Source: an optimization exercise on an open RTL-to-GDS flow (aim: a short achievable clock period and few clock cycles per item). Production flows keep margins and buffers that such runs may drop. In this exercise RTL edits were held to simulation tests only and were not proved equivalent to the original. No activity file was given, so power comes from the tool's default toggle rates.

$ cat flow/config.mk
export PLATFORM = sky130hd
export DESIGN_NAME = sysc_verilog_top
export DESIGN_NICKNAME = sysc_verilog_top
export VERILOG_FILES = /design/flow/design.v
export SDC_FILE = /design/flow/constraint.sdc
export NUM_CORES = 4
export LEC_CHECK = 0
export ABC_CLOCK_PERIOD_IN_PS = 2000
export CAP_MARGIN = 20
export CORE_MARGIN = 2
export CORE_UTILIZATION = 55
export SETUP_SLACK_MARGIN = 2.5
export SLEW_MARGIN = 20
$ cat flow/constraint.sdc
create_clock -name core_clock -period 4.5 [get_ports {clk}]
set_input_delay 0.9000 -clock core_clock [delete_from_list [all_inputs] [get_ports {clk}]]
set_output_delay 0.9000 -clock core_clock [all_outputs]
set_load 0.01 [all_outputs]
$ cat flow/design.v
`timescale 1ps / 1fs
module sysc_verilog_top
(
    input  wire                   clk,
    input  wire                   rst_n,
    input  wire [7:0]             s_axi_awid,
    input  wire [7:0]             s_axi_awaddr,
    input  wire [7:0]             s_axi_awlen,
    input  wire [2:0]             s_axi_awsize,
    input  wire [1:0]             s_axi_awburst,
    input  wire                   s_axi_awlock,
    input  wire [3:0]             s_axi_awcache,
    input  wire [2:0]             s_axi_awprot,
    input  wire                   s_axi_awvalid,
    output wire                   s_axi_awready,
    input  wire [31:0]            s_axi_wdata,
    input  wire [3:0]             s_axi_wstrb,
    input  wire                   s_axi_wlast,
    input  wire                   s_axi_wvalid,
    output wire                   s_axi_wready,
    output wire [7:0]             s_axi_bid,
    output wire [1:0]             s_axi_bresp,
    output wire                   s_axi_bvalid,
    input  wire                   s_axi_bready,
    input  wire [7:0]             s_axi_arid,
    input  wire [7:0]             s_axi_araddr,
    input  wire [7:0]             s_axi_arlen,
    input  wire [2:0]             s_axi_arsize,
    input  wire [1:0]             s_axi_arburst,
    input  wire                   s_axi_arlock,
    input  wire [3:0]             s_axi_arcache,
    input  wire [2:0]             s_axi_arprot,
    input  wire                   s_axi_arvalid,
    output wire                   s_axi_arready,
    output wire [7:0]             s_axi_rid,
    output wire [31:0]            s_axi_rdata,
    output wire [1:0]             s_axi_rresp,
    output wire                   s_axi_rlast,
    output wire                   s_axi_rvalid,
    input  wire                   s_axi_rready
);
integer i, j;
localparam AQD = 2;          
localparam WQD = 2;          
localparam BQD = 2;          
localparam RQD = 4;          
function [2:0] step_of(input [2:0] size, input [1:0] burst);
    if (burst == 2'b00)
        step_of = 3'd0;
    else if (size == 3'd0)
        step_of = 3'd1;
    else if (size == 3'd1)
        step_of = 3'd2;
    else
        step_of = 3'd4;
endfunction
function [3:0] occ_next(input [3:0] occ, input push, input pop);
    reg [3:0] o;
    begin
        o = pop ? {1'b0, occ[3:1]} : occ;
        occ_next = push ? {o[2:0], 1'b1} : o;
    end
endfunction
function [3:0] rot(input [3:0] p, input adv, input integer n);
    rot = !adv ? p : (n == 2) ? {2'b00, p[0], p[1]} : {p[2:0], p[3]};
endfunction
reg [31:0] mem [0:63];
reg [27:0] awq [0:AQD-1];
reg [3:0]  awq_wp, awq_rp, awq_occ;
reg        awready_reg;
reg       cw_valid;
reg [7:0] cw_id;
reg [7:0] cw_addr;
reg [7:0] cw_cnt;            
reg       cw_last;           
reg [2:0] cw_step;
reg [7:0] cw_hi;             
reg [7:0] cw_lo;             
reg [35:0] wq [0:WQD-1];
reg [3:0]  wq_wp, wq_rp, wq_occ;
reg        wready_reg;
reg [63:0] wb_row;
reg [3:0]  wb_strb;
reg [31:0] wb_data;
reg [7:0] bq [0:BQD-1];
reg [3:0] bq_wp, bq_rp, bq_occ;
reg [7:0] bo_id;
reg       bo_valid;
wire aw_hs = s_axi_awvalid & awready_reg;
wire w_hs  = s_axi_wvalid & wready_reg;
wire b_pop = bo_valid & s_axi_bready;
wire w_fire  = cw_valid & wq_occ[0] & (!cw_last | !bq_occ[BQD-1]);
wire cw_free = !cw_valid | (w_fire & cw_last);
wire awq_pop  = cw_free & awq_occ[0];
wire awq_push = aw_hs & !(cw_free & !awq_occ[0]);
wire b_push   = w_fire & cw_last;
wire [3:0] awq_occ_n = occ_next(awq_occ, awq_push, awq_pop);
wire [3:0] wq_occ_n  = occ_next(wq_occ, w_hs, w_fire);
wire [3:0] bq_occ_n  = occ_next(bq_occ, b_push, b_pop);
wire [3:0] bq_rp_n   = rot(bq_rp, b_pop, BQD);
reg [27:0] awq_head;
reg [35:0] wq_head;
reg [7:0]  bq_next;          
always @* begin
    awq_head = 28'd0;
    wq_head  = 36'd0;
    bq_next  = 8'd0;
    for (i = 0; i < AQD; i = i + 1)
        awq_head = awq_head | (awq[i] & {28{awq_rp[i]}});
    for (i = 0; i < WQD; i = i + 1)
        wq_head  = wq_head  | (wq[i]  & {36{wq_rp[i]}});
    for (i = 0; i < BQD; i = i + 1)
        bq_next  = bq_next  | (bq[i]  & {8{bq_rp_n[i]}});
end
wire [27:0] aw_in = {s_axi_awlen == 8'd0, step_of(s_axi_awsize, s_axi_awburst),
                     s_axi_awlen, s_axi_awaddr, s_axi_awid};
reg [7:0] cw_addr_n;
always @* begin
    if (cw_free)
        cw_addr_n = awq_occ[0] ? awq_head[15:8] : s_axi_awaddr;
    else
        cw_addr_n = cw_addr + {5'd0, cw_step};
end
wire cw_carry = cw_step[2] | (cw_step[1] & cw_addr[1]) | (cw_step[0] & cw_addr[1] & cw_addr[0]);
wire [7:0] cw_lo_inc = cw_carry ? {cw_lo[6:0], cw_lo[7]} : cw_lo;
wire [7:0] cw_hi_inc = (cw_carry & cw_lo[7]) ? {cw_hi[6:0], cw_hi[7]} : cw_hi;
always @(posedge clk) begin
    for (i = 0; i < AQD; i = i + 1)
        if (awq_push && awq_wp[i])
            awq[i] <= aw_in;
    awq_wp  <= rot(awq_wp, awq_push, AQD);
    awq_rp  <= rot(awq_rp, awq_pop, AQD);
    awq_occ <= awq_occ_n;
    awready_reg <= !awq_occ_n[AQD-1];
    if (cw_free) begin
        if (awq_occ[0] || aw_hs) begin
            cw_valid <= 1'b1;
            {cw_last, cw_step, cw_cnt, cw_id} <= awq_occ[0] ?
                {awq_head[27:16], awq_head[7:0]} : {aw_in[27:16], aw_in[7:0]};
            cw_addr  <= cw_addr_n;
            cw_hi    <= 8'd1 << cw_addr_n[7:5];
            cw_lo    <= 8'd1 << cw_addr_n[4:2];
        end else begin
            cw_valid <= 1'b0;
        end
    end else if (w_fire) begin
        cw_addr <= cw_addr_n;
        cw_hi   <= cw_hi_inc;
        cw_lo   <= cw_lo_inc;
        cw_cnt  <= cw_cnt - 8'd1;
        cw_last <= (cw_cnt == 8'd1);
    end
    for (i = 0; i < WQD; i = i + 1)
        if (w_hs && wq_wp[i])
            wq[i] <= {s_axi_wstrb, s_axi_wdata};
    wq_wp  <= rot(wq_wp, w_hs, WQD);
    wq_rp  <= rot(wq_rp, w_fire, WQD);
    wq_occ <= wq_occ_n;
    wready_reg <= !wq_occ_n[WQD-1];
    for (i = 0; i < 64; i = i + 1)
        wb_row[i] <= w_fire && cw_hi[i/8] && cw_lo[i%8];
    wb_strb <= wq_head[35:32];
    wb_data <= wq_head[31:0];
    for (i = 0; i < BQD; i = i + 1)
        if (b_push && bq_wp[i])
            bq[i] <= cw_id;
    bq_wp  <= rot(bq_wp, b_push, BQD);
    bq_rp  <= bq_rp_n;
    bq_occ <= bq_occ_n;
    bo_valid <= bq_occ_n[0];
    bo_id    <= (b_push && !(b_pop ? bq_occ[1] : bq_occ[0])) ? cw_id : bq_next;
    if (!rst_n) begin
        awq_wp <= 4'b0001;
        awq_rp <= 4'b0001;
        awq_occ <= 4'b0000;
        awready_reg <= 1'b0;
        cw_valid <= 1'b0;
        wq_wp <= 4'b0001;
        wq_rp <= 4'b0001;
        wq_occ <= 4'b0000;
        wready_reg <= 1'b0;
        wb_row <= 64'd0;
        bq_wp <= 4'b0001;
        bq_rp <= 4'b0001;
        bq_occ <= 4'b0000;
        bo_valid <= 1'b0;
    end
end
always @(posedge clk) begin
    for (i = 0; i < 64; i = i + 1)
        for (j = 0; j < 4; j = j + 1)
            if (wb_row[i] && wb_strb[j])
                mem[i][8*j +: 8] <= wb_data[8*j +: 8];
end
assign s_axi_awready = awready_reg;
assign s_axi_wready  = wready_reg;
assign s_axi_bvalid  = bo_valid;
assign s_axi_bid     = bo_id;
assign s_axi_bresp   = 2'b00;
reg [27:0] arq [0:AQD-1];
reg [3:0]  arq_wp, arq_rp, arq_occ;
reg        arready_reg;
reg       cr_valid;
reg [7:0] cr_id;
reg [7:0] cr_addr;
reg [7:0] cr_cnt;
reg       cr_last;
reg [2:0] cr_step;
reg [15:0] cr_lo;            
reg        s1_valid;
reg [3:0]  s1_sel;           
reg [7:0]  s1_id;
reg        s1_last;
reg [31:0] s1_data [0:3];
reg [40:0] rq [0:RQD-1];
reg [3:0]  rq_wp, rq_rp, rq_occ;
reg [40:0] ro;
reg        ro_valid;
reg [3:0]  r_cred;           
wire ar_hs = s_axi_arvalid & arready_reg;
wire r_pop = ro_valid & s_axi_rready;
wire r_fire  = cr_valid & !r_cred[RQD-1];
wire cr_free = !cr_valid | (r_fire & cr_last);
wire arq_pop  = cr_free & arq_occ[0];
wire arq_push = ar_hs & !(cr_free & !arq_occ[0]);
wire [3:0] arq_occ_n = occ_next(arq_occ, arq_push, arq_pop);
wire [3:0] rq_occ_n  = occ_next(rq_occ, s1_valid, r_pop);
wire [3:0] rq_rp_n   = rot(rq_rp, r_pop, RQD);
wire [27:0] ar_in = {s_axi_arlen == 8'd0, step_of(s_axi_arsize, s_axi_arburst),
                     s_axi_arlen, s_axi_araddr, s_axi_arid};
reg [31:0] s1_mux [0:3];
reg [31:0] s2_data;
reg [27:0] arq_head;
reg [40:0] rq_next;          
always @* begin
    for (i = 0; i < 4; i = i + 1) begin
        s1_mux[i] = 32'd0;
        for (j = 0; j < 16; j = j + 1)
            s1_mux[i] = s1_mux[i] | (mem[16*i + j] & {32{cr_lo[j]}});
    end
    s2_data = 32'd0;
    for (j = 0; j < 4; j = j + 1)
        s2_data = s2_data | (s1_data[j] & {32{s1_sel[j]}});
    arq_head = 28'd0;
    rq_next  = 41'd0;
    for (i = 0; i < AQD; i = i + 1)
        arq_head = arq_head | (arq[i] & {28{arq_rp[i]}});
    for (i = 0; i < RQD; i = i + 1)
        rq_next  = rq_next  | (rq[i]  & {41{rq_rp_n[i]}});
end
reg [7:0] cr_addr_n;
always @* begin
    if (cr_free)
        cr_addr_n = arq_occ[0] ? arq_head[15:8] : s_axi_araddr;
    else
        cr_addr_n = cr_addr + {5'd0, cr_step};
end
wire cr_carry = cr_step[2] | (cr_step[1] & cr_addr[1]) | (cr_step[0] & cr_addr[1] & cr_addr[0]);
wire [15:0] cr_lo_inc = cr_carry ? {cr_lo[14:0], cr_lo[15]} : cr_lo;
always @(posedge clk) begin
    for (i = 0; i < AQD; i = i + 1)
        if (arq_push && arq_wp[i])
            arq[i] <= ar_in;
    arq_wp  <= rot(arq_wp, arq_push, AQD);
    arq_rp  <= rot(arq_rp, arq_pop, AQD);
    arq_occ <= arq_occ_n;
    arready_reg <= !arq_occ_n[AQD-1];
    if (cr_free) begin
        if (arq_occ[0] || ar_hs) begin
            cr_valid <= 1'b1;
            {cr_last, cr_step, cr_cnt, cr_id} <= arq_occ[0] ?
                {arq_head[27:16], arq_head[7:0]} : {ar_in[27:16], ar_in[7:0]};
            cr_addr  <= cr_addr_n;
            cr_lo    <= 16'd1 << cr_addr_n[5:2];
        end else begin
            cr_valid <= 1'b0;
        end
    end else if (r_fire) begin
        cr_addr <= cr_addr_n;
        cr_lo   <= cr_lo_inc;
        cr_cnt  <= cr_cnt - 8'd1;
        cr_last <= (cr_cnt == 8'd1);
    end
    s1_valid <= r_fire;
    s1_sel   <= 4'd1 << cr_addr[7:6];
    s1_id    <= cr_id;
    s1_last  <= cr_last;
    for (i = 0; i < 4; i = i + 1)
        s1_data[i] <= s1_mux[i];
    r_cred <= occ_next(r_cred, r_fire, r_pop);
    for (i = 0; i < RQD; i = i + 1)
        if (s1_valid && rq_wp[i])
            rq[i] <= {s1_last, s1_id, s2_data};
    rq_wp  <= rot(rq_wp, s1_valid, RQD);
    rq_rp  <= rq_rp_n;
    rq_occ <= rq_occ_n;
    ro_valid <= rq_occ_n[0];
    ro       <= (s1_valid && !(r_pop ? rq_occ[1] : rq_occ[0])) ?
                {s1_last, s1_id, s2_data} : rq_next;
    if (!rst_n) begin
        arq_wp <= 4'b0001;
        arq_rp <= 4'b0001;
        arq_occ <= 4'b0000;
        arready_reg <= 1'b0;
        cr_valid <= 1'b0;
        s1_valid <= 1'b0;
        r_cred <= 4'b0000;
        rq_wp <= 4'b0001;
        rq_rp <= 4'b0001;
        rq_occ <= 4'b0000;
        ro_valid <= 1'b0;
    end
end
assign s_axi_arready = arready_reg;
assign s_axi_rvalid  = ro_valid;
assign s_axi_rid     = ro[39:32];
assign s_axi_rdata   = ro[31:0];
assign s_axi_rlast   = ro[40];
assign s_axi_rresp   = 2'b00;
endmodule
$ cat flow/run.sh
#!/bin/bash
# synth_recipe.tcl (not shown) runs the flow's synth.tcl, then flattens the netlist and writes it again
# the make line also repeats each setting of config.mk as NAME=value (left out here)
make -C /OpenROAD-flow-scripts/flow DESIGN_CONFIG=/design/flow/config.mk WORK_HOME=/design/flow/orfs CLKGATE_MAP_FILE= SYNTH_SCRIPT=/design/flow/synth_recipe.tcl finish
==> impl_results.md, run 1 <==
* Outcome: complete, no violations
* Vias in the first global route at 54.0k
* Core box area at 181000 um2
* Synth area leader: edfxtp_1
* CTS tree: built
* Combinational share of power at 0.047
* WS Path Type: flip-flop to primary output
* Dpl cells at between 7k and 8k
* Largest Register: mem
* Routed vias at between 50k and 60k
* Multi-input logic area at about 18000 um2
* Critical Path End Type: primary output
* Final setup violation count at 0
* MaxCap Viol Count at 0
* Worst clock skew at 0.0481 ns
* Drt drc at 0
* Register Area at approximately 82000 um2
* CTS clk-pin slew, worst paths at roughly 0.06 ns
* Final wirelength at 289 mm
* Most common cell after layout, fill and taps aside: edfxtp_1
* Root buffer cell: clkbuf_16
* Sequential-to-total area share from yosys stat at 0.814
* GPL Wtd Cong at 0.822
* Post-Layout Cell Count at 8425
* Internal power at 0.0433 W
* DP Worst Slack at 1.51 ns
* FP Rows at 156
* Yosys reg bits at 2838
* H-tree levels at 5
* Clk Latency, worst-skew pair at 0.93 ns
* GR Overflow Total at 0
* Largest register FFs at 2048
* Worst Hold Class: flip-flop to flip-flop
* Fill cell count at ~13k
* Mapped Area at 100000 um2
* Post-layout min period at around 2.3 ns
* Final setup margin at 2.22 ns
* Sw Share at 0.214
* Worst slew margin at 0.272
* Total chip power at about 0.055 W
* CP Depth at 1
* Mapped Cells at 5571
* Most frequent cells in the layout: 2494 x edfxtp_1, 564 x a22o_1, 501 x a221oi_1
* First-pass GRT wire length at ~400 mm
* Worst slew pin tran at ~1.1 ns
* Clock power share at 0.421
* Number of synthesized flops with an enable pin at ~2.5k
* Top FF cell, synth: edfxtp_1
* Top Registers: mem (2048), rq (164), s1_data (128)
* CTS Buf Count at about 300
* CP top delay family: flip-flops
* PortBufs at about 150
* CP Data Arrival Time at 1.38 ns
* Fin nets at 5943
* Area Overhead vs Synth at 14.3%
* Largest net degree at the start of global routing at 101
* Max Transition Viols Final at 0
* Initial Util at 0.555
* Sequential Power Share at 0.532
* Top-area cell type share of the netlist area at 0.745
* Die Width at roughly 430 um
* Drt wl/cell at 34.3 um
* DP Wirelength at roughly 160 mm
* FF-to-FF path depth at 4
* RSZ-0062 raised after global routing: yes
* Initial antenna violation count at 22
* PD cells at 480 nW/um2
* DIE AREA at roughly 190000 um2
* Final Hold Viols at 0
* DRT Pass-1 Iters at 6
* Boundary Pins at 176
* Worst hold path depth at 0
* Crit-path cells: buf_6
* Max Freq at 0.438 GHz
* Clock Path Buffers at 4
* Yosys cell types at 69
* Setup tns final at 0 ns
* Fin crit share at 0.508
* Final hold slack at 0.337 ns
* CP Max Fanout at 1
* DRT iter0 DRCs at about 7.0k
* Layout cells sized above 1 at 0.125
* Crit-path slowest cell: dfxtp_2
* Ranking of synthesized cells by area: edfxtp_1 75%, dfxtp_1 6.9%, a22o_1 4.9%, a221oi_1 4.6%, and2_1 1.7%
* Vias per cell at 6.67
* Overall routing resource usage at 0.307
* Antenna Nets Post-Route at 0
* Bufs and invs on worst path at 1
* Static leakage at 37.3 nW
* Syn Area/Cell at 18.0 um2
* Clock sink count at 2838
* Reg-to-reg slack, setup at between 2 and 2.5 ns
* Maximum VDD drop at 0.394 mV
* Startpoint class of the critical path: flip-flop
* Yosys warnings at 9
* Ys async rst share at 0
* Max stage delay on crit path at between 0.3 and 0.4 ns
* Die H at 431 um
* Worst EP required at 3.60 ns
* Psw at 0.0118 W
==> area by class of cell <==
| class | instances | area share |
|---|---|---|
| diodes | 26 | 0.000566 |
| clock buffers | 438 | 0.0734 |
| clock inverters | 76 | 0.00558 |
| inverters | 21 | 0.000752 |
| multi-input cells | 2364 | 0.154 |
| flip-flops and latches | 2838 | 0.713 |
| well taps | 2370 | 0.0258 |
| repair buffers | 290 | 0.0265 |
| repair inverters | 2 | 0.000109 |
==> stage by stage <==
| stage | cell area [um2] | utilization |
|---|---|---|
| global placement | 105000 | 0.579 |
| detailed placement | 105000 | 0.579 |
| floorplan | 101000 | - |
| global route | 115000 | 0.634 |
| CTS | 114000 | 0.631 |
| finish | 115000 | 0.634 |
==> metal layers <==
metal / track usage / vias to the layer above / wire length, um / part of all wire
met4: 0.114 / 6 / 10900 / 0.038
met1: 0.424 / 29400 / 115000 / 0.40
met2: 0.476 / 2794 / 135000 / 0.47
li1: - / 23500 / - / -
met3: 0.0744 / 483 / 28300 / 0.098
met5: 0.00625 / - / 181 / 0.00063
==> final timing paths <==
kind	startpoint	end
worst max-delay path	ro[12]$_DFF_P_	s_axi_rdata[12]
worst min-delay path	cr_id[4]$_DFFE_PP_	s1_id[4]$_DFF_P_
worst max register to register	cr_lo[11]$_DFFE_PP_	s1_data[1][21]$_DFF_P_
worst min register to register	cr_id[4]$_DFFE_PP_	s1_id[4]$_DFF_P_
==> cells by family after synthesis <==
family | Yosys count | share of synthesized area
DFF | 2838 | 0.814
and+or+nand+nor | 807 | 0.0427
adders and majority gates | 11 | 0.00152
buffers and inverters | 376 | 0.0150
xor gates and xnor gates | 20 | 0.00174
AOI/OAI and AO/OA | 1501 | 0.123
other | 1 | 0.0000373
muxes | 17 | 0.00176
==> power groups by stage <==
stage | clock (W) | sequential (W) | combinational, W
after floorplan | 0 | 0.0298 | 0.00117
after global placement | 0 | 0.0299 | 0.00243
after detailed placement | 0 | 0.0299 | 0.00246
after CTS | 0.0234 | 0.0293 | 0.00253
after global routing | 0.0244 | 0.0293 | 0.00270
final | 0.0232 | 0.0293 | 0.00259
==> synth_stat cells, drive strengths merged (8+ instances only) <==
master,instances
inv,20
clkbuf,276
a31oi,46
a221oi,529
nand3,18
nand2b,8
o31ai,20
and2,277
a22oi,191
a22o,564
a21oi,67
a21o,9
xor2,13
o21ai,31
nand2,129
mux2i,12
nand4,130
buf,79
nor2,191
edfxtp,2494
dfxtp,344
ha,9
==> repair_timing <==
item                                    4_1_cts  5_1_grt
hold buffers                                  0        0
gates cloned                                  4        5
endpoints found under the setup margin      989      296
pin swaps                                     2        5
buffers inserted                             22        7
resized for setup                           349       55
Testbench counts, summed over its fixed seeds: cycles 4,393, items 8,352.
==> inputs of run 2 (changes only) <==
--- a/flow/config.mk
+++ b/flow/config.mk
@@ -8,6 +8,8 @@
 export ABC_CLOCK_PERIOD_IN_PS = 2000
 export CAP_MARGIN = 20
 export CORE_MARGIN = 2
-export CORE_UTILIZATION = 55
+export CORE_UTILIZATION = 60
+export CTS_CLUSTER_DIAMETER = 90
+export CTS_CLUSTER_SIZE = 25
 export SETUP_SLACK_MARGIN = 2.5
 export SLEW_MARGIN = 20
==> run 2 against run 1 <==
Compared with the run above: cell count fell by 5.3%; clock power decreased by about 40%; die area fell by 8.3%; combinational power is essentially flat; critical path type unchanged; critical endpoint is now s_axi_rdata[7]; still clean.
==> impl_results.md, run 2 <==
* Outcome: complete, no violations
* DP Wirelength at 161 mm (-1.1%)
* Psw at 0.0101 W (-14%)
* Top FF cell, synth: edfxtp_1
* Startpoint class of the critical path: flip-flop
* DRT iter0 DRCs at 7784 (+11%)
* Worst R2R End: ro[5]$_DFF_P_
* Syn Area/Cell at 18.0 um2 (unchanged)
* Internal power at 0.0356 W (-18%)
* Fin nets at 5785 (-2.7%)
* Maximum VDD drop at 0.441 mV (+12%)
* CTS tree: built
* Final setup margin at 2.31 ns (+0.0924 ns)
* Hold wc startpoint: cr_id[1]$_DFFE_PP_
* CP top delay family: flip-flops
* Worst Hold End: s1_id[1]$_DFF_P_
* Drt wl/cell at 35.5 um (+3.4%)
* RSZ-0062 raised after global routing: yes
* Sequential-to-total area share from yosys stat at 0.814 (unchanged)
* Placed standard-cell area at 105000 um2 (-0.26%)
* Post-synth top cells: 2494 x edfxtp_1, 564 x a22o_1, 528 x a221oi_1
* PD cells at 417 nW/um2 (-13%)
* Critical Path End Type: primary output
* Combinational share of power at 0.057 (+0.010)
* Ranking of synthesized cells by area: edfxtp_1 75%, dfxtp_1 6.9%, a22o_1 4.9%, a221oi_1 4.6%, and2_1 1.7%
* Area Overhead vs Synth at 9.18%
* Worst EP required at 3.60 ns (about the same)
* Core box area at 167000 um2 (-8.0%)
* Initial Util at 0.603 (+0.0482)
* GR Overflow Total at 0 (unchanged)
* Clock sink count at 2838 (unchanged)
* Clock power share at 0.303 (-0.118)
* Boundary Pins at 176 (unchanged)
* Worst slew margin at 0.243 (-0.0294)
* Worst slew pin tran at 1.14 ns (+0.0442 ns)
* Root buffer cell: clkbuf_16
* Sequential Power Share at 0.640 (+0.108)
* Yosys cell types at 69 (unchanged)
* Most frequent cells in the layout: 2494 x edfxtp_1, 564 x a22o_1, 471 x a221oi_1
* Final wirelength at 283 mm (-2.0%)
* Worst hold path depth at 0 (unchanged)
* PortBufs at 154 (unchanged)
* Final hold slack at 0.348 ns (+0.0101 ns)
* Largest register FFs at 2048 (unchanged)
* Number of synthesized flops with an enable pin at 2494 (unchanged)
* Overall routing resource usage at 0.326 (+0.0197)
* Final setup violation count at 0 (unchanged)
* Die Width at 413 um (-4.2%)
* Post-layout min period at 2.19 ns (-0.0924 ns)
* Max stage delay on crit path at 0.37 ns (about the same)
* Crit-path slowest cell: dfxtp_4
* Hold Buf Count CTS at 0 (unchanged)
* Bufs and invs on worst path at 1 (unchanged)
* Drt drc at 0 (unchanged)
* Top-area cell type share of the netlist area at 0.745 (unchanged)
* DRT Pass-1 Iters at 5 (-1)
* Yosys warnings at 9 (unchanged)
* Ys async rst share at 0 (unchanged)
* Synth area leader: edfxtp_1
* Initial antenna violation count at 17 (-23%)
* Clock Path Buffers at 3 (-1)
* DIE AREA at 171000 um2 (-8.3%)
* R2r startpoint: s1_sel[0]$_SDFF_PP0_
* Reg-to-reg slack, setup at 2.47 ns (about the same)
* Fin crit share at 0.487 (-0.0205)
* FP Rows at 150 (-3.8%)
* Most common cell in the netlist: edfxtp_1
* Max Transition Viols Final at 0 (unchanged)
* Largest Register: mem
* CP Data Arrival Time at 1.29 ns (-0.09 ns)
* Layout cells sized above 1 at 0.0976 (-0.0273)
* Mapped Cells at 5571 (unchanged)
* Worst Hold Class: flip-flop to flip-flop
* Mapped Area at 100000 um2 (unchanged)
* DP Worst Slack at 1.51 ns (-0.00757 ns)
* CTS Buf Count at 132 (-56%)
* WS Path Type: flip-flop to primary output
* MaxCap Viol Count at 0 (unchanged)
* Max Freq at 0.456 GHz (+4.2%)
* Vias per cell at 6.92 (+3.7%)
* Top Registers: mem (2048), rq (164), s1_data (128)
* First-pass GRT wire length at 388 mm (-3.3%)
* Clk Latency, worst-skew pair at 0.81 ns (-0.12 ns)
* Setup tns final at 0 ns (unchanged)
* Post-route cell area at 110000 um2 (-4.5%)
* Crit-path cells: buf_6
* Antenna Nets Post-Route at 0 (unchanged)
* Routed vias at 55.2k (-1.8%)
* Sw Share at 0.221 (+0.00742)
* Die H at 413 um (-4.2%)
* Most common cell after layout, fill and taps aside: edfxtp_1
* Static leakage at 34.8 nW (-6.7%)
* Final Hold Viols at 0 (unchanged)
* Largest net degree at the start of global routing at 130 (+29%)
* H-tree levels at 4 (-1)
* Worst clock skew at 0.0347 ns (-0.0134 ns)
* FF-to-FF path depth at 4 (unchanged)
* CTS clk-pin slew, worst paths at 0.10 ns (+0.04 ns)
* Vias in the first global route at 51.6k (-4.4%)
* GPL Wtd Cong at 0.829 (+0.80%)
* Yosys reg bits at 2838 (unchanged)
* CP Max Fanout at 1 (unchanged)
run 2: cell counts after synthesis:
Identical to the previous run, type by type.
run 2: area by class of cell:
| type | count | area [um2] |
|---|---|---|
| Timing Repair inverter | 2 | 12.5 |
| Clock buffer | 221 | 3740 |
| Multi-Input combinational cell | 2364 | 17900 |
| Sequential cell | 2838 | 81900 |
| Fill cell | 11400 | 57000 |
| Antenna cell | 18 | 45.0 |
| Inverter | 21 | 86.3 |
| Tap cell | 2204 | 2760 |
| Timing Repair Buffer | 297 | 3030 |
| Clock inverter | 15 | 200 |
run 2: power by group through the flow:
| stage | logic (W) | registers [W] | clock network (W) |
|---|---|---|---|
| final | 0.00259 | 0.0293 | 0.0139 |
| after global routing | 0.00271 | 0.0293 | 0.0148 |
| after CTS | 0.00252 | 0.0293 | 0.0140 |
| after detailed placement | 0.00242 | 0.0299 | 0 |
| after global placement | 0.00239 | 0.0299 | 0 |
| after floorplan | 0.00117 | 0.0298 | 0 |
run 2: cell families (layout without fill, tap and decap cells):
kind of cell / Yosys count / count (layout) / share of synthesized area
buf+inv: 376 / 556 / 0.0150
compound gates: 1501 / 1502 / 0.123
other cells: 1 / 22 / 0.0000373
flops: 2838 / 2838 / 0.814
xor+xnor: 20 / 20 / 0.00174
fa+ha+maj: 11 / 11 / 0.00152
mux: 17 / 17 / 0.00176
simple gates: 807 / 810 / 0.0427
run 2: per-stage QoR:
stage	cells	power [W]	utilization
after floorplan	5574	0.0310	-
final	7980	0.0457	0.658
after global placement	7681	0.0323	0.628
after CTS	7943	0.0458	0.655
after global routing	7964	0.0468	0.658
after detailed placement	7681	0.0323	0.628
run 2: how the worst max path moves through the flow:
stage	from	end	slack (ns)	cells past startpoint
after floorplan	s_axi_arvalid	cr_lo[0]$_DFFE_PP_	2.15	4
after global placement	s_axi_rready	ro[17]$_DFF_P_	1.56	6
after detailed placement	s_axi_rready	ro[7]$_DFF_P_	1.51	5
after CTS	ro[7]$_DFF_P_	s_axi_rdata[7]	2.26	1
after global routing	ro[7]$_DFF_P_	s_axi_rdata[7]	2.26	1
final	ro[7]$_DFF_P_	s_axi_rdata[7]	2.31	1
run 2: what timing repair did:
| item | CTS | global route |
|---|---|---|
| cloned | 5 | 6 |
| hold endpoints to repair | 0 | 0 |
| buffers inserted | 21 | 13 |
| resized for setup | 378 | 68 |
| endpoints found under the setup margin | 1583 | 246 |
| pin swaps | 2 | 6 |
run 2: metal layers:
layer | vias to the layer above | wire, um | track usage
li1 | 23100 | - | -
met1 | 28900 | 112000 | 0.469
met2 | 2773 | 132000 | 0.502
met3 | 438 | 27700 | 0.0588
met4 | 6 | 12300 | 0.128
met5 | - | 85 | 0
==> inputs of run 3 (changes only) <==
--- a/flow/config.mk
+++ b/flow/config.mk
@@ -8,7 +8,7 @@
 export ABC_CLOCK_PERIOD_IN_PS = 2000
 export CAP_MARGIN = 20
 export CORE_MARGIN = 2
-export CORE_UTILIZATION = 60
+export CORE_UTILIZATION = 70
 export CTS_CLUSTER_DIAMETER = 90
 export CTS_CLUSTER_SIZE = 25
 export SETUP_SLACK_MARGIN = 2.5
==> run 3 against run 2 <==
Compared with the run above: clock power about the same; largest power group unchanged; cell count decreased by 3.6%; cell area decreased by 0.55%; clock-buffer cell count up 15; via count grew 1.4%; critical endpoint is now s_axi_rdata[5]; register-to-register slack got worse by 0.05 ns; maximum frequency is 0.68% lower; still clean; first-iteration DRC count is 9.0% higher.
==> impl_results.md, run 3 <==
* Outcome: complete, no violations
* FF-to-FF path depth at 6 (+2)
* Yosys cell types at 69 (unchanged)
* Post-Synth XOR/XNOR Area at 0.00174 (unchanged)
* Die Width at 383 um (-7.3%)
* Clk Latency, worst-skew pair at 0.82 ns (about the same)
* Antenna Nets Post-Route at 0 (unchanged)
* GPL Wtd Cong at 0.876 (+5.7%)
* Post-layout min period at 2.21 ns (+0.0149 ns)
* Vias in the first global route at 52.8k (+2.4%)
* WS Path Type: flip-flop to primary output
* Synth area leader: edfxtp_1
* MaxCap Viol Count at 0 (unchanged)
* CP Data Arrival Time at 1.31 ns (+0.02 ns)
* Most common cell after layout, fill and taps aside: edfxtp_1
* Max stage delay on crit path at 0.38 ns (about the same)
* DP Wirelength at 155 mm (-3.5%)
* Clock Path Buffers at 3 (unchanged)
* PD cells at 417 nW/um2 (about the same)
* GR Overflow Total at 0 (unchanged)
* Crit-path cells: buf_6
* Top FF cell, synth: edfxtp_1
* RSZ-0062 raised after global routing: yes
* Die H at 383 um (-7.3%)
* Drt wl/cell at 35.2 um (-0.84%)
* Bufs and invs on worst path at 1 (unchanged)
* Vias per cell at 7.27 (+5.2%)
* Startpoint class of the critical path: flip-flop
* Static leakage at 34.7 nW (-0.28%)
* Boundary Pins at 176 (unchanged)
* CTS tree: built
* Ranking of synthesized cells by area: edfxtp_1 75%, dfxtp_1 6.9%, a22o_1 4.9%, a221oi_1 4.6%, and2_1 1.7%
* Max Freq at 0.453 GHz (-0.68%)
* Yosys reg bits at 2838 (unchanged)
* DIE AREA at 147000 um2 (-14%)
* Maximum VDD drop at 0.436 mV (-1.2%)
* Worst hold path depth at 0 (unchanged)
* DRT iter0 DRCs at 8485 (+9.0%)
* Final setup violation count at 0 (unchanged)
* Clock sink count at 2838 (unchanged)
* Routed vias at 56.0k (+1.4%)
* Compound-Gate Fraction of Synth Area at 0.123 (unchanged)
* CTS Buf Count at 131 (-0.76%)
* Worst EP required at 3.60 ns (about the same)
* CP Depth at 1 (unchanged)
* Fin nets at 5786 (+0.017%)
* Register Area at 81900 um2 (about the same)
* Final hold slack at 0.349 ns (+0.00167 ns)
* Mapped Area at 100000 um2 (unchanged)
* Worst slew margin at 0.339 (+0.0963)
* Largest family of logic cells by synthesized area: compound AO/OA/AOI/OAI gates
* Crit-path slowest cell: dfxtp_2
* Multi-input logic area at 17700 um2 (-0.79%)
* Synth Area in Simple Gates at 0.0427 (unchanged)
* CP Max Fanout at 1 (unchanged)
* Placed standard-cell area at 104000 um2 (-0.35%)
* Final wirelength at 271 mm (-4.4%)
* Yosys warnings at 9 (unchanged)
* Worst slew pin tran at 0.991 ns (-0.144 ns)
* Overall routing resource usage at 0.366 (+0.0400)
* Number of synthesized flops with an enable pin at 2494 (unchanged)
* Fin crit share at 0.490 (+0.00332)
* CP top delay family: flip-flops
* H-tree levels at 4 (unchanged)
* Post-route cell area at 109000 um2 (-0.55%)
* Sequential-to-total area share from yosys stat at 0.814 (unchanged)
* Top Registers: mem (2048), rq (164), s1_data (128)
* Drt drc at 0 (unchanged)
* Critical Path End Type: primary output
* Area Overhead vs Synth at 8.59%
* Largest net degree at the start of global routing at 130 (unchanged)
* Initial Util at 0.703 (+0.0999)
* Hold Buf Count CTS at 0 (unchanged)
* Largest Register: mem
* PortBufs at 154 (unchanged)
* FP Rows at 139 (-7.3%)
* Ys async rst share at 0 (unchanged)
* Mux share of post-synthesis cell area at 0.00176 (unchanged)
* First-pass GRT wire length at 378 mm (-2.7%)
* Top-area cell type share of the netlist area at 0.745 (unchanged)
* Mapped Cells at 5571 (unchanged)
* Syn Area/Cell at 18.0 um2 (unchanged)
* Max Transition Viols Final at 0 (unchanged)
* Most frequent cells in the layout: 2494 x edfxtp_1, 564 x a22o_1, 495 x a221oi_1
* Layout cells sized above 1 at 0.0925 (-0.00512)
* Root buffer cell: clkbuf_16
* Post-synth top cells: 2494 x edfxtp_1, 564 x a22o_1, 528 x a221oi_1
* DRT Pass-1 Iters at 6 (+1)
* Fill cell count at 8166 (-28%)
* Setup tns final at 0 ns (unchanged)
* Largest register FFs at 2048 (unchanged)
* Worst clock skew at 0.0303 ns (-0.00442 ns)
* Worst Hold Class: flip-flop to flip-flop
* Final Hold Viols at 0 (unchanged)
* Adder-cell share of the synthesized area at 0.00152 (unchanged)
* Initial antenna violation count at 26 (+9)
* Core box area at 143000 um2 (-14%)
* Most common cell in the netlist: edfxtp_1
* CTS clk-pin slew, worst paths at 0.09 ns (about the same)
==> run 3: cell counts after synthesis <==
Identical to the previous run, type by type.
==> run 3: power breakdown <==
part	internal, W	switching (W)	total [W]
Combinational	0.000777	0.00185	0.00263
Clock	0.00594	0.00771	0.0136
Sequential	0.0289	0.000251	0.0292
==> run 3: per-stage QoR <==
step | utilization | instances | setup slack, ns | total power [W]
floorplan | - | 5574 | 2.15 | 0.0310
global placement | 0.729 | 7385 | 1.56 | 0.0322
detailed placement | 0.729 | 7385 | 1.50 | 0.0323
CTS | 0.761 | 7656 | 2.26 | 0.0454
global route | 0.763 | 7671 | 2.26 | 0.0465
finish | 0.763 | 7695 | 2.29 | 0.0455
==> run 3: final timing paths <==
check                      startpoint                      to  slack, ns
setup / recovery        ro[5]$_DFF_P_          s_axi_rdata[5]       2.29
hold / removal     cr_id[1]$_DFFE_PP_        s1_id[1]$_DFF_P_       0.35
setup reg to reg  cr_lo[15]$_DFFE_PP_  s1_data[3][17]$_DFF_P_       2.42
hold reg to reg    cr_id[1]$_DFFE_PP_        s1_id[1]$_DFF_P_       0.35
==> run 3: repair_timing <==
| action | 4_1_cts | 5_1_grt |
|---|---|---|
| gates cloned | 2 | 5 |
| hold endpoints to repair | 0 | 0 |
| endpoints found under the setup margin | 1447 | 267 |
| setup buffers | 30 | 5 |
| pin swaps | 5 | 2 |
| resized for setup | 370 | 42 |
==> run 3: final cells by class <==
| class | count | area share |
|---|---|---|
| antenna | 29 | 0.000665 |
| timing repair buffer | 300 | 0.0271 |
| sequential | 2838 | 0.751 |
| multi-input combinational | 2363 | 0.163 |
| tap | 1903 | 0.0218 |
| timing repair inverter | 2 | 0.000138 |
| clock inverter | 3 | 0.000310 |
| inverter | 21 | 0.000791 |
| clock buffer | 236 | 0.0356 |
==> run 3: metal layers <==
| metal | GRT usage | part of all wire | up-vias | wire (um) |
|---|---|---|---|---|
| met1 | 0.513 | 0.37 | 28700 | 99400 |
| met3 | 0.0899 | 0.12 | 596 | 32300 |
| met5 | 0 | 0.00046 | - | 126 |
| met4 | 0.178 | 0.054 | 12 | 14700 |
| met2 | 0.550 | 0.46 | 3643 | 125000 |
| li1 | - | - | 23100 | - |
==> run 3: logic make-up (layout without fill, tap and decap cells) <==
group,count (synthesis),count (layout)
compound gates,1501,1501
xor+xnor,20,20
fa+ha+maj,11,11
buf+inv,376,562
flops,2838,2838
mux,17,17
other cells,1,33
simple gates,807,810
==> inputs of run 4 (changes only) <==
--- a/flow/config.mk
+++ b/flow/config.mk
@@ -8,8 +8,8 @@
 export ABC_CLOCK_PERIOD_IN_PS = 2000
 export CAP_MARGIN = 20
 export CORE_MARGIN = 2
-export CORE_UTILIZATION = 70
-export CTS_CLUSTER_DIAMETER = 90
-export CTS_CLUSTER_SIZE = 25
+export CORE_UTILIZATION = 60
+export CTS_CLUSTER_DIAMETER = 100
+export CTS_CLUSTER_SIZE = 28
 export SETUP_SLACK_MARGIN = 2.5
 export SLEW_MARGIN = 20
==> run 4 against run 3 <==
Compared with the run above: highest routed layer unchanged; largest cell class unchanged; flip-flop and latch count did not move; critical endpoint is now s_axi_rdata[7]; still clean on timing, DRC and antenna; first-iteration DRC count fell by 10%; cell area barely moved; synthesized area did not move; die area rose by 16%; routed wire length rose by 4.4%.
==> impl_results.md, run 4 <==
* Outcome: complete, no violations
* CTS clk-pin slew, worst paths at 0.11 ns (+0.02 ns)
* Initial antenna violation count at 17 (-35%)
* Post-synth top cells: 2494 x edfxtp_1, 564 x a22o_1, 528 x a221oi_1
* Final Hold Viols at 0 (unchanged)
* Mux share of post-synthesis cell area at 0.00176 (unchanged)
* Top FF cell, synth: edfxtp_1
* Maximum VDD drop at 0.479 mV (+9.9%)
* Adder-cell share of the synthesized area at 0.00152 (unchanged)
* First-pass GRT wire length at 388 mm (+2.7%)
* DRT Pass-1 Iters at 6 (unchanged)
* H-tree levels at 3 (-1)
* Vias in the first global route at 51.5k (-2.5%)
* Syn Area/Cell at 18.0 um2 (unchanged)
* Boundary Pins at 176 (unchanged)
* Bufs and invs on worst path at 1 (unchanged)
* Worst clock skew at 0.0325 ns (+0.00226 ns)
* Final setup margin at 2.32 ns (+0.0277 ns)
* Synth area leader: edfxtp_1
* Number of synthesized flops with an enable pin at 2494 (unchanged)
* Ranking of synthesized cells by area: edfxtp_1 75%, dfxtp_1 6.9%, a22o_1 4.9%, a221oi_1 4.6%, and2_1 1.7%
* Hold Buf Count CTS at 0 (unchanged)
* Layout cells sized above 1 at 0.0911 (-0.00137)
* Sequential-to-total area share from yosys stat at 0.814 (unchanged)
* Worst slew margin at 0.289 (-0.0504)
* Ys async rst share at 0 (unchanged)
* GR Overflow Total at 0 (unchanged)
* Die H at 413 um (+7.9%)
* Startpoint class of the critical path: flip-flop
* Synth Area in Simple Gates at 0.0427 (unchanged)
* MaxCap Viol Count at 0 (unchanged)
* Static leakage at 34.4 nW (-0.77%)
* Initial Util at 0.603 (-0.0999)
* Max Freq at 0.459 GHz (+1.3%)
* R2r startpoint: cr_lo[9]$_DFFE_PP_
* Mapped Cells at 5571 (unchanged)
* Crit-path slowest cell: dfxtp_4
* Final wirelength at 283 mm (+4.4%)
* Clk Latency, worst-skew pair at 0.78 ns (-0.04 ns)
* CTS Buf Count at 111 (-15%)
* Most common cell after layout, fill and taps aside: edfxtp_1
* Largest family of logic cells by synthesized area: compound AO/OA/AOI/OAI gates
* DIE AREA at 171000 um2 (+16%)
* Top-area cell type share of the netlist area at 0.745 (unchanged)
* Overall routing resource usage at 0.325 (-0.0412)
* CP Data Arrival Time at 1.28 ns (-0.03 ns)
* Post-layout min period at 2.18 ns (-0.0277 ns)
* Antenna Nets Post-Route at 0 (unchanged)
* Critical Path End Type: primary output
* CTS tree: built
* Mapped Area at 100000 um2 (unchanged)
* DP Worst Slack at 1.51 ns (+0.00193 ns)
* WS Path Type: flip-flop to primary output
* Hold wc startpoint: cr_id[1]$_DFFE_PP_
* Vias per cell at 6.92 (-4.8%)
* Crit-path cells: buf_6
* GPL Wtd Cong at 0.829 (-5.4%)
* FP Rows at 150 (+7.9%)
* Clock Path Buffers at 3 (unchanged)
* PD cells at 408 nW/um2 (-2.1%)
* DRT iter0 DRCs at 7620 (-10%)
* CP top delay family: flip-flops
* Drt wl/cell at 35.5 um (+0.79%)
* Fin crit share at 0.484 (-0.00615)
* Yosys reg bits at 2838 (unchanged)
* Largest net degree at the start of global routing at 130 (unchanged)
* RSZ-0062 raised after global routing: yes
* Final hold slack at 0.350 ns (+0.000556 ns)
* Top Registers: mem (2048), rq (164), s1_data (128)
* Clock sink count at 2838 (unchanged)
* Post-Synth XOR/XNOR Area at 0.00174 (unchanged)
* Compound-Gate Fraction of Synth Area at 0.123 (unchanged)
* Largest register FFs at 2048 (unchanged)
* PortBufs at 154 (unchanged)
* Fin nets at 5759 (-0.47%)
* Most common cell in the netlist: edfxtp_1
* Drt drc at 0 (unchanged)
* Most frequent cells in the layout: 2494 x edfxtp_1, 564 x a22o_1, 476 x a221oi_1
* Die Width at 413 um (+7.9%)
* Final setup violation count at 0 (unchanged)
* Routed vias at 55.1k (-1.5%)
* CP Max Fanout at 1 (unchanged)
* Worst slew pin tran at 1.07 ns (+0.0756 ns)
* Max stage delay on crit path at 0.38 ns (about the same)
* Fill cell count at 11.5k (+40%)
* Worst Hold Class: flip-flop to flip-flop
* Max Transition Viols Final at 0 (unchanged)
* Largest Register: mem
* Setup crit start: ro[7]$_DFF_P_
* Worst EP required at 3.60 ns (about the same)
* Yosys cell types at 69 (unchanged)
* Core box area at 167000 um2 (+17%)
* Root buffer cell: clkbuf_16
* DP Wirelength at 161 mm (+3.6%)
* Setup tns final at 0 ns (unchanged)
* Yosys warnings at 9 (unchanged)
* Area Overhead vs Synth at 8.50% (about the same)
==> run 4: changes by cell type in the layout (fill, tap and decap cells not counted), moves of 4 or more <==
cell	previous run	this run
a221oi_1	495	476
dfxtp_4	17	24
diode_2	29	34
clkbuf_16	143	118
nand2_1	117	112
a221oi_2	32	52
dfxtp_2	71	65
buf_4	110	95
nand2_2	9	14
buf_8	0	4
==> run 4: stage by stage <==
step	util	instance area (um2)	total power (W)	std cells
final	0.654	109000	0.0445	7967
after global routing	0.654	109000	0.0455	7938
after floorplan	-	101000	0.0310	5574
after CTS	0.651	108000	0.0445	7918
after detailed placement	0.628	105000	0.0323	7681
after global placement	0.628	105000	0.0323	7681
==> run 4: per-layer routing <==
metal,track usage,up-vias,share of wire
li1,-,23000,-
met2,0.503,2851,0.47
met1,0.473,28900,0.40
met5,0,-,0.000042
met3,0.0513,398,0.096
met4,0.122,2,0.041
==> run 4: path summary, 6_finish.rpt <==
check	slack, ns	endpoint	cells after the start
worst max-delay path	2.32	s_axi_rdata[7]	1
worst min-delay path	0.35	s1_id[1]$_DFF_P_	0
worst max register to register	2.48	s1_data[3][14]$_DFF_P_	3
worst min register to register	0.35	s1_id[1]$_DFF_P_	0
==> run 4: power by group <==
part	switching [W]	leakage (nW)	internal, W
logic	0.00181	7.56	0.000785
clock network	0.00768	1.55	0.00493
registers	0.000341	25.3	0.0289
total	0.00982	34.4	0.0347
==> run 4: layout make-up <==
type                       instances  area (um2)  share of cell area
multi-input combinational       2364       17900               0.164
timing repair inverter             2        12.5            0.000115
inverter                          21        86.3            0.000792
timing repair buffer             292        2990              0.0275
tap                             2204        2760              0.0253
clock inverter                     4        42.5            0.000390
clock buffer                     208        3240              0.0297
antenna                           34        85.1            0.000780
sequential                      2838       81900               0.752
==> run 4: logic make-up (layout without fill, tap and decap cells) <==
kind of cell,Yosys count,in the layout
DFF,2838,2838
AOI/OAI and AO/OA,1501,1502
and+or+nand+nor,807,810
buffers and inverters,376,527
xor gates and xnor gates,20,20
muxes,17,17
adders and majority gates,11,11
other,1,38
==> run 4: timing repair <==
item / CTS / global route
cloned: 4 / 7
pin swaps: 1 / 8
endpoints found under the hold margin: 0 / 0
gates resized for setup: 377 / 67
buffers inserted: 21 / 8
endpoints found under the setup margin: 1568 / 264
==> run 4: worst reg2reg max path: stages (launching register included) <==
cell and delay [ns]:
edfxtp_1 0.47, buf_12 0.21, a221oi_1 0.90, nand4_1 0.28

[what the ideal ports hide]
In the flow no input, the clock included, has a driving cell. The finished layouts below were timed again as built, in two steps.
Step 1: set_driving_cell puts a clkbuf_16 on clk and a buf_2 on each other input, an assumption about the parent block.
Step 2 also shifts input and output timing later by t, the mid clock arrival at the registers, as if the neighbouring blocks saw the same clock.
Slacks: ideal ports / drivers / drivers and shift; pairs: ideal ports / drivers.
run | t (ns) | slack for setup (ns) | worst setup path at the end | pins driven straight from the clock port
run 1 | 1.002 | 2.216 / 2.125 / 1.643 | input to register | 1
run 2 | 0.879 | 2.308 / 2.219 / 1.737 | input to register | 1
run 3 | 0.891 | 2.293 / 2.207 / 1.713 | input to register | 1
run 4 | 0.858 | 2.321 / 2.232 / 1.815 | input to register | 1
After both steps setup and hold are still met in every run listed. The setup slack of run 3, which loses most, moves by -0.086 ns with the drivers and by -0.580 ns with both steps.
